What follows belongs to an exercise in optimizing a design on an open flow for small area, a short achievable clock period and few clock cycles; a production flow would make more cautious choices.
Only the layout flow was run in this run; the RTL was not checked for function there.
Power is estimated from default activity; no workload was simulated.

File: flow/run.sh
#!/bin/bash
# synth_recipe.tcl (not shown) runs the flow's synth.tcl, then flattens the netlist and writes it again
# the make line also repeats each setting of config.mk as NAME=value (left out here)
make -C /OpenROAD-flow-scripts/flow DESIGN_CONFIG=/design/flow/config.mk WORK_HOME=/design/flow/orfs CLKGATE_MAP_FILE= SYNTH_SCRIPT=/design/flow/synth_recipe.tcl finish
File: flow/design.v
module regfile(
    input             clk,
    input             we,
    input      [4:0]  waddr,
    input      [31:0] wdata,
    input      [4:0]  raddr1,
    input      [4:0]  raddr2,
    output     [31:0] rdata1,
    output     [31:0] rdata2
);
    reg [31:0] rf [1:31];
    always @(posedge clk)
        if (we && waddr != 5'd0)
            rf[waddr] <= wdata;
    assign rdata1 = (raddr1 == 5'd0) ? 32'd0 : rf[raddr1];
    assign rdata2 = (raddr2 == 5'd0) ? 32'd0 : rf[raddr2];
endmodule
module riscx(
    input                      clk,
    input                      rst_n,
    output [32-1:0]     imem_addr,
    input  [32-1:0]  imem_rdata,
    output [32-1:0]         dmem_addr,
    output                     dmem_wen,
    output [3:0]               dmem_wstrb,
    output [32-1:0]         dmem_wdata,
    input  [32-1:0]         dmem_rdata
);
    reg  [31:2] pc_f;
    reg         v_d;
    reg  [31:0] ir_d;
    reg  [31:2] pc_d;
    reg  [31:0] a_e, b_e, s_e;
    reg  [31:2] t_e;
    reg  [4:0]  rd_e;
    reg  [2:0]  f3_e, mf_e;
    reg         we_e, ld_e, st_e, br_e, jalr_e, alu_e, sub_e, sra_e;
    reg  [31:0] res_m, wdata_m;
    reg  [3:0]  wstrb_m;
    reg  [4:0]  rd_m;
    reg  [2:0]  f3_m;
    reg         we_m, ld_m, wen_m;
    assign dmem_addr  = res_m;
    assign dmem_wen   = wen_m;
    assign dmem_wstrb = wstrb_m;
    assign dmem_wdata = wdata_m;
    wire [15:0] ld_h = res_m[1] ? dmem_rdata[31:16] : dmem_rdata[15:0];
    wire [7:0]  ld_b = res_m[0] ? ld_h[15:8] : ld_h[7:0];
    wire [31:0] ld_val = (f3_m[1:0] == 2'b00) ? {{24{~f3_m[2] & ld_b[7]}}, ld_b}
                       : (f3_m[1:0] == 2'b01) ? {{16{~f3_m[2] & ld_h[15]}}, ld_h}
                       : dmem_rdata;
    wire [31:0] wb_m = ld_m ? ld_val : res_m;
    wire [31:0] b_inv = sub_e ? ~b_e : b_e;
    wire [32:0] sum_c = {1'b0, a_e} + {1'b0, b_inv} + {32'd0, sub_e};
    wire [31:0] sum   = sum_c[31:0];
    wire        ltu   = ~sum_c[32];
    wire        lt    = (a_e[31] ^ b_e[31]) ? a_e[31] : sum[31];
    wire        eq    = (a_e == b_e);
    wire        sh_left = ~f3_e[2];
    reg  [31:0] a_rev;
    integer k;
    always @(*) for (k = 0; k < 32; k = k + 1) a_rev[k] = a_e[31-k];
    wire [31:0] sh_in  = sh_left ? a_rev : a_e;
    wire [32:0] sh_ext = {sra_e & a_e[31], sh_in};
    wire [32:0] sh_out = $signed(sh_ext) >>> b_e[4:0];
    reg  [31:0] sh_rev;
    always @(*) for (k = 0; k < 32; k = k + 1) sh_rev[k] = sh_out[31-k];
    wire [31:0] sh_res = sh_left ? sh_rev : sh_out[31:0];
    reg  [31:0] alu_res;
    always @(*) begin
        case (f3_e)
            3'b000: alu_res = sum;
            3'b001: alu_res = sh_res;
            3'b010: alu_res = {31'd0, lt};
            3'b011: alu_res = {31'd0, ltu};
            3'b100: alu_res = a_e ^ b_e;
            3'b101: alu_res = sh_res;
            3'b110: alu_res = a_e | b_e;
            default: alu_res = a_e & b_e;
        endcase
    end
    wire [31:0] res_e = jalr_e ? {t_e, 2'b00} : alu_res;
    reg br_cond;
    always @(*) begin
        case (f3_e[2:1])
            2'b00:   br_cond = eq  ^ f3_e[0];
            2'b10:   br_cond = lt  ^ f3_e[0];
            2'b11:   br_cond = ltu ^ f3_e[0];
            default: br_cond = 1'b0;
        endcase
    end
    wire        redir_e = (br_e & br_cond) | jalr_e;
    wire [31:2] tgt_e   = jalr_e ? sum[31:2] : t_e;
    wire [31:0] st_data = (mf_e[1:0] == 2'b00) ? {4{s_e[7:0]}}
                        : (mf_e[1:0] == 2'b01) ? {2{s_e[15:0]}}
                        : s_e;
    wire [3:0]  st_strb = (mf_e[1:0] == 2'b00) ? (4'b0001 << sum[1:0])
                        : (mf_e[1:0] == 2'b01) ? (sum[1] ? 4'b1100 : 4'b0011)
                        : 4'b1111;
    wire [4:0] op  = ir_d[6:2];
    wire [4:0] rd  = ir_d[11:7];
    wire [2:0] f3  = ir_d[14:12];
    wire [4:0] rs1 = ir_d[19:15];
    wire [4:0] rs2 = ir_d[24:20];
    wire d_lui   = (op == 5'b01101);
    wire d_auipc = (op == 5'b00101);
    wire d_jal   = (op == 5'b11011);
    wire d_jalr  = (op == 5'b11001);
    wire d_br    = (op == 5'b11000);
    wire d_ld    = (op == 5'b00000);
    wire d_st    = (op == 5'b01000);
    wire d_opi   = (op == 5'b00100);
    wire d_op    = (op == 5'b01100);
    wire use1 = d_jalr | d_br | d_ld | d_st | d_opi | d_op;
    wire use2 = d_br | d_st | d_op;
    wire d_we = (d_lui | d_auipc | d_jal | d_jalr | d_ld | d_opi | d_op) & (rd != 5'd0);
    wire [31:0] imm_i = {{20{ir_d[31]}}, ir_d[31:20]};
    wire [31:0] imm_s = {{20{ir_d[31]}}, ir_d[31:25], ir_d[11:7]};
    wire [31:0] imm_b = {{19{ir_d[31]}}, ir_d[31], ir_d[7], ir_d[30:25], ir_d[11:8], 1'b0};
    wire [31:0] imm_j = {{11{ir_d[31]}}, ir_d[31], ir_d[19:12], ir_d[20], ir_d[30:21], 1'b0};
    wire [31:0] imm_u = {ir_d[31:12], 12'd0};
    wire [31:0] rf1, rf2;
    regfile rf_u(
        .clk    (clk),
        .we     (we_m),
        .waddr  (rd_m),
        .wdata  (wb_m),
        .raddr1 (rs1),
        .raddr2 (rs2),
        .rdata1 (rf1),
        .rdata2 (rf2)
    );
    wire fe1 = we_e & (rd_e == rs1);
    wire fe2 = we_e & (rd_e == rs2);
    wire fm1 = we_m & (rd_m == rs1);
    wire fm2 = we_m & (rd_m == rs2);
    wire [31:0] r1_mr = fm1 ? wb_m : rf1;
    wire [31:0] r2_mr = fm2 ? wb_m : rf2;
    wire stall = v_d & ld_e & ((use1 & fe1) | (use2 & fe2));
    wire        a_is_r = ~(d_lui | d_auipc | d_jal);
    wire [31:0] a_nf   = d_lui ? 32'd0 : (d_auipc | d_jal) ? {pc_d, 2'b00} : r1_mr;
    wire [31:0] a_d    = (a_is_r & fe1) ? res_e : a_nf;
    wire        b_is_r = d_op | d_br;
    wire [31:0] b_imm  = d_st ? imm_s : (d_lui | d_auipc) ? imm_u : d_jal ? 32'd4 : imm_i;
    wire [31:0] b_nf   = b_is_r ? r2_mr : b_imm;
    wire [31:0] b_d    = (b_is_r & fe2) ? res_e : b_nf;
    wire [31:0] s_d    = fe2 ? res_e : r2_mr;
    wire [31:0] t_off  = d_jal ? imm_j : d_br ? imm_b : 32'd4;
    wire [31:2] t_d    = pc_d + t_off[31:2];
    wire redir_d = v_d & d_jal;
    wire [31:2] pc_next = redir_e ? tgt_e
                        : redir_d ? t_d
                        : stall   ? pc_f
                        : pc_f + 30'd1;
    assign imem_addr = {pc_f, 2'b00};
    wire kill_d = redir_e | ~v_d;           
    wire go_e   = ~kill_d & ~stall;
    always @(posedge clk or negedge rst_n) begin
        if (~rst_n) begin
            pc_f   <= 30'd0;
            v_d    <= 1'b0;
            we_e   <= 1'b0;
            ld_e   <= 1'b0;
            st_e   <= 1'b0;
            br_e   <= 1'b0;
            jalr_e <= 1'b0;
            we_m   <= 1'b0;
            wen_m  <= 1'b0;
        end else begin
            pc_f   <= pc_next;
            if (~stall)
                v_d <= ~(redir_e | redir_d);
            we_e   <= go_e & d_we;
            ld_e   <= go_e & d_ld;
            st_e   <= go_e & d_st;
            br_e   <= go_e & d_br;
            jalr_e <= go_e & d_jalr;
            we_m   <= we_e;
            wen_m  <= st_e;
        end
    end
    always @(posedge clk) begin
        if (~stall) begin
            ir_d <= imem_rdata;
            pc_d <= pc_f;
        end
        a_e    <= a_d;
        b_e    <= b_d;
        s_e    <= s_d;
        t_e    <= t_d;
        rd_e   <= rd;
        f3_e   <= (d_op | d_opi | d_br) ? f3 : 3'b000;
        mf_e   <= f3;
        alu_e  <= d_op | d_opi;
        sub_e  <= (d_op & f3 == 3'b000 & ir_d[30]) | d_br | ((d_op | d_opi) & f3[2:1] == 2'b01);
        sra_e  <= ir_d[30];
        res_m   <= res_e;
        wdata_m <= st_data;
        wstrb_m <= st_strb;
        rd_m    <= rd_e;
        f3_m    <= mf_e;
        ld_m    <= ld_e;
    end
endmodule
File: flow/constraint.sdc
create_clock -name core_clock -period 10.0 [get_ports {clk}]
set_input_delay 2.0000 -clock core_clock [delete_from_list [all_inputs] [get_ports {clk}]]
set_output_delay 2.0000 -clock core_clock [all_outputs]
set_load 0.01 [all_outputs]
File: flow/config.mk
export PLATFORM = sky130hd
export DESIGN_NAME = riscx
export DESIGN_NICKNAME = riscx
export VERILOG_FILES = /design/flow/design.v
export SDC_FILE = /design/flow/constraint.sdc
export NUM_CORES = 4
export LEC_CHECK = 0
export CAP_MARGIN = 20
export CORE_MARGIN = 2
export CORE_UTILIZATION = 30
export PLACE_DENSITY = 0.5
export SLEW_MARGIN = 20
==> summary.txt <==
-- per-stage QoR --
stage	hold WS, ns	setup WS (ns)	cell area, sq um	std cells	total power, mW
floorplan	0.310	5.31	67700	4673	9.38
global placement	0.316	3.97	72900	7593	11.5
detailed placement	0.313	3.90	73000	7593	11.6
CTS	0.330	4.24	77500	7843	16.8
global route	0.340	3.55	77500	7845	17.3
finish	0.331	4.24	77500	7850	16.8
-- logic make-up (layout without fill, tap and decap cells) --
family | Yosys count | count (layout)
fa+ha+maj | 127 | 127
xor+xnor | 124 | 124
other cells | 1 | 9
mux | 844 | 844
simple gates | 790 | 790
compound gates | 979 | 979
buf+inv | 491 | 669
flops | 1316 | 1316
-- routing by layer --
metal	track usage, %	up-vias	share of wire [%]
met4	11.5	18	5.7
met1	30.5	24000	41
met3	4.90	478	8.1
met2	34.6	2197	45
met5	0	-	0.045
li1	-	18900	-
-- power by group through the flow --
stage               logic [mW]  registers (mW)  clock network, mW
floorplan                 2.11            7.28                  0
finish                    3.84            7.72               5.19
CTS                       3.79            7.69               5.29
detailed placement        3.77            7.79                  0
global route              4.08            7.71               5.50
global placement          3.74            7.81                  0
-- critical path: cells and delay by family, from the launching register on --
family | cells | cell delay (ns)
and+or+nand+nor | 5 | 1.36
buffers and inverters | 1 | 0.44
adders and majority gates | 1 | 0.48
AOI/OAI and AO/OA | 7 | 2.42
xor gates and xnor gates | 1 | 0.41
DFF | 1 | 0.54
-- final timing paths --
path,start,to,slack [ns]
worst min register to register,mf_e[2],f3_m[2],0.33
min in group asynchronous,rst_n,pc_f[28],1.31
worst max-delay path,ir_d[5],pc_f[29],4.24
worst max register to register,ir_d[5],pc_f[29],4.24
worst min-delay path,mf_e[2],f3_m[2],0.33
max in group asynchronous,rst_n,jalr_e,8.20
-- cell usage in the layout, fill, tap and decap left out, types with 37 or more instances in the layout --
master | Yosys | layout
a211oi_1 | 83 | 83
a21o_1 | 50 | 50
a21oi_1 | 324 | 323
buf_4 | 7 | 110
clkbuf_16 | 0 | 146
clkdlybuf4s50_1 | 0 | 161
dfrtp_1 | 38 | 37
dfxtp_1 | 226 | 213
edfxtp_1 | 1052 | 1052
ha_1 | 125 | 125
inv_1 | 137 | 135
mux2_2 | 45 | 45
mux2i_1 | 196 | 196
mux4_2 | 601 | 601
nand2_1 | 256 | 255
nand3_1 | 50 | 48
nor2_1 | 266 | 231
nor3_1 | 40 | 40
o211ai_1 | 37 | 37
o21ai_0 | 169 | 167
o22ai_1 | 45 | 45
xnor2_1 | 44 | 44
xor2_1 | 80 | 80
-- state kept, by name (all words and copies together) (netlist names), 3 cells and up, named ones only --
signal	flops
mf_e	3
t_e	30
f3_e	3
s_e	32
res_m	32
rd_m	5
pc_d	30
wdata_m	32
pc_f	30
wstrb_m	4
f3_m	3
b_e	32
a_e	32
ir_d	30
rd_e	5
rf_u.rf	992
-- area by class of cell --
cell class              count  area (sq um)
well taps                2992          3740
diodes                      7          17.5
fillers                 21600        147000
flip-flops and latches   1316         37100
clock buffers             179          3850
repair buffers            276          2520
clock inverters            71           684
inverters                 143           538
multi-input cells        2866         29100
==> impl_metrics.json <==
{
  "tns_ns": 0,
  "io_buffers": 162,
  "internal_power_mw": 11.1,
  "p_seq_share_pct": 46.1,
  "vias_per_cell": 5.81,
  "pwr-share-clk_pct": 31.0,
  "peakVddDrop_v": 0.000139,
  "power_density_nw_per_um2": 216,
  "synth-compound-area-share_pct": 9.38,
  "ys_ff_latch": 1316,
  "syn_avg_cell_area_sq_um": 14.5,
  "slew-limit-headroom_pct": 14.0,
  "max_freq_mhz": 173,
  "timing.critical_path.slowest_cell_delay_ns": 0.70,
  "setup_viol": 0,
  "cts_made_buffers": 142,
  "fp.dieW_microns": 479,
  "synth_top_family_by_area": "multiplexers",
  "cp.arrival_ns": 6.45,
  "power_frac_comb_pct": 22.9,
  "drc_errors": 0,
  "ys_top_cells_by_count": "1052 x edfxtp_1, 601 x mux4_2, 324 x a21oi_1",
  "status": "timing/DRC/antenna clean",
  "synthesis.area_sq_um": 67700,
  "grt_first_pass_wirelength_microns": 366000,
  "drv_slew": 0,
  "totalWireLength_microns": 265000,
  "cp_max_fo": 11,
  "die_y_microns": 479,
  "yosys.area_share.adder_pct": 2.37,
  "r2r_cells": 15,
  "critical_path.endpoint_type": "flop",
  "die-area_sq_um": 229000,
  "yosys_warnings": 2,
  "start_util_pct": 30.2,
  "yosysTopAreaCellShare_pct": 46.7,
  "core.rowCount": 174,
  "drv_cap": 0,
  "synthDistinctLibCells": 92,
  "dr.first_iter.drc_count": 5574,
  "overflow": 0,
  "insertion_delay_ns": 0.80,
  "drive_above_1_share_pct": 22.1,
  "switchingPower_mw": 5.68,
  "worst_path_max_delay_cell": "o21ai_0",
  "clkTransAtPathRegs_ns": 0.06,
  "timing.final.crit_share_pct": 57.6,
  "start_kind": "flop",
  "sw_frac_of_total_pct": 33.9,
  "area_growth_syn_to_layout_pct": 14.5,
  "synth_top_area_cell": "edfxtp_1",
  "fin_util_pct": 34.5,
  "nets": 4938,
  "yosysMostFrequentCell": "edfxtp_1",
  "post_cts_resized": 0,
  "synth-edff-count": 1052,
  "numClockSinks": 1316,
  "via_count": 45600,
  "yosysSeqAreaShare_pct": 54.8,
  "cp_cell_sequence": "and3b_1, and3_1, o21ai_0, inv_1, ha_1, a21o_1, a21oi_1, nand2_1, nor4b_1, nor2_1, o311ai_0, o21ai_0, xor2_1, o21ai_0, o221ai_1",
  "synth-xor-area-share_pct": 1.60,
  "yosys.area_share.simple_pct": 5.30,
  "routabilityCongestion": 0.995,
  "coreArea_sq_um": 224000,
  "holdPathStages": 0,
  "ant_nets": 0,
  "grt_pass1_vias": 44700,
  "clockBufferDepth": 3,
  "period_needed_ns": 5.76,
  "antenna_found_initial": 17,
  "worstSetupPathType": "reg -> reg",
  "synth_area_leaders": "edfxtp_1 47%, mux4_2 20%, dfxtp_1 6.7%",
  "hold_viol": 0,
  "io_pins": 167,
  "critPathRequiredTime_ns": 10.68,
  "synth_mux_area_share_pct": 23.7,
  "first_pass_iters": 6,
  "hpwl_microns": 173000,
  "cts_tree": "done",
  "wl_per_cell_microns": 33.8,
  "synth_ff_type": "edfxtp_1",
  "cts_hold_buf": 0,
  "postCtsSetupRepairBufs": 0,
  "synthCells": 4672,
  "cts.htree.levels": 4,
  "track_usage_pct": 22.7,
  "ys_async_sr_fraction_pct": 2.89,
  "clock_skew_ns": 0.0680,
  "clock-root-buffer": "clkbuf_16",
  "cp_common_cell": "o21ai_0",
  "worst_hold_path_type": "reg -> reg",
  "worstMarginPinSlew_ns": 1.29,
  "cellLeakagePower_nw": 26.3,
  "rsz0062_at_grt": "false",
  "grt_max_degree": 115
}

[static timing again, ports no longer ideal]
The results above use ideal ports. As a check the final layout listed here was re-extracted and re-timed, cells and wires unchanged.
Step 1 assumes that a clkbuf_16 drives the clock port and a buf_2 every other input.
Step 2 times the ports against the registers' clock, not the clock port: input delays grow and output delays shrink by t, the midpoint of the rising clock arrivals with the driver on.
Three values: ideal, step 1, step 2; two values: the first two.
shift t [ns]: 0.861
setup slack, ns: 4.236 / 4.236 / 3.810
worst setup path at the end: input to register
slew at the worst register clock pin (ns): 0.07 / 0.07
worst data-port slew with drivers (ns): 0.07
After both steps this run still meets setup and hold. For this run, drivers alone change the setup slack by 0.000 ns; drivers and shift together by -0.426 ns.
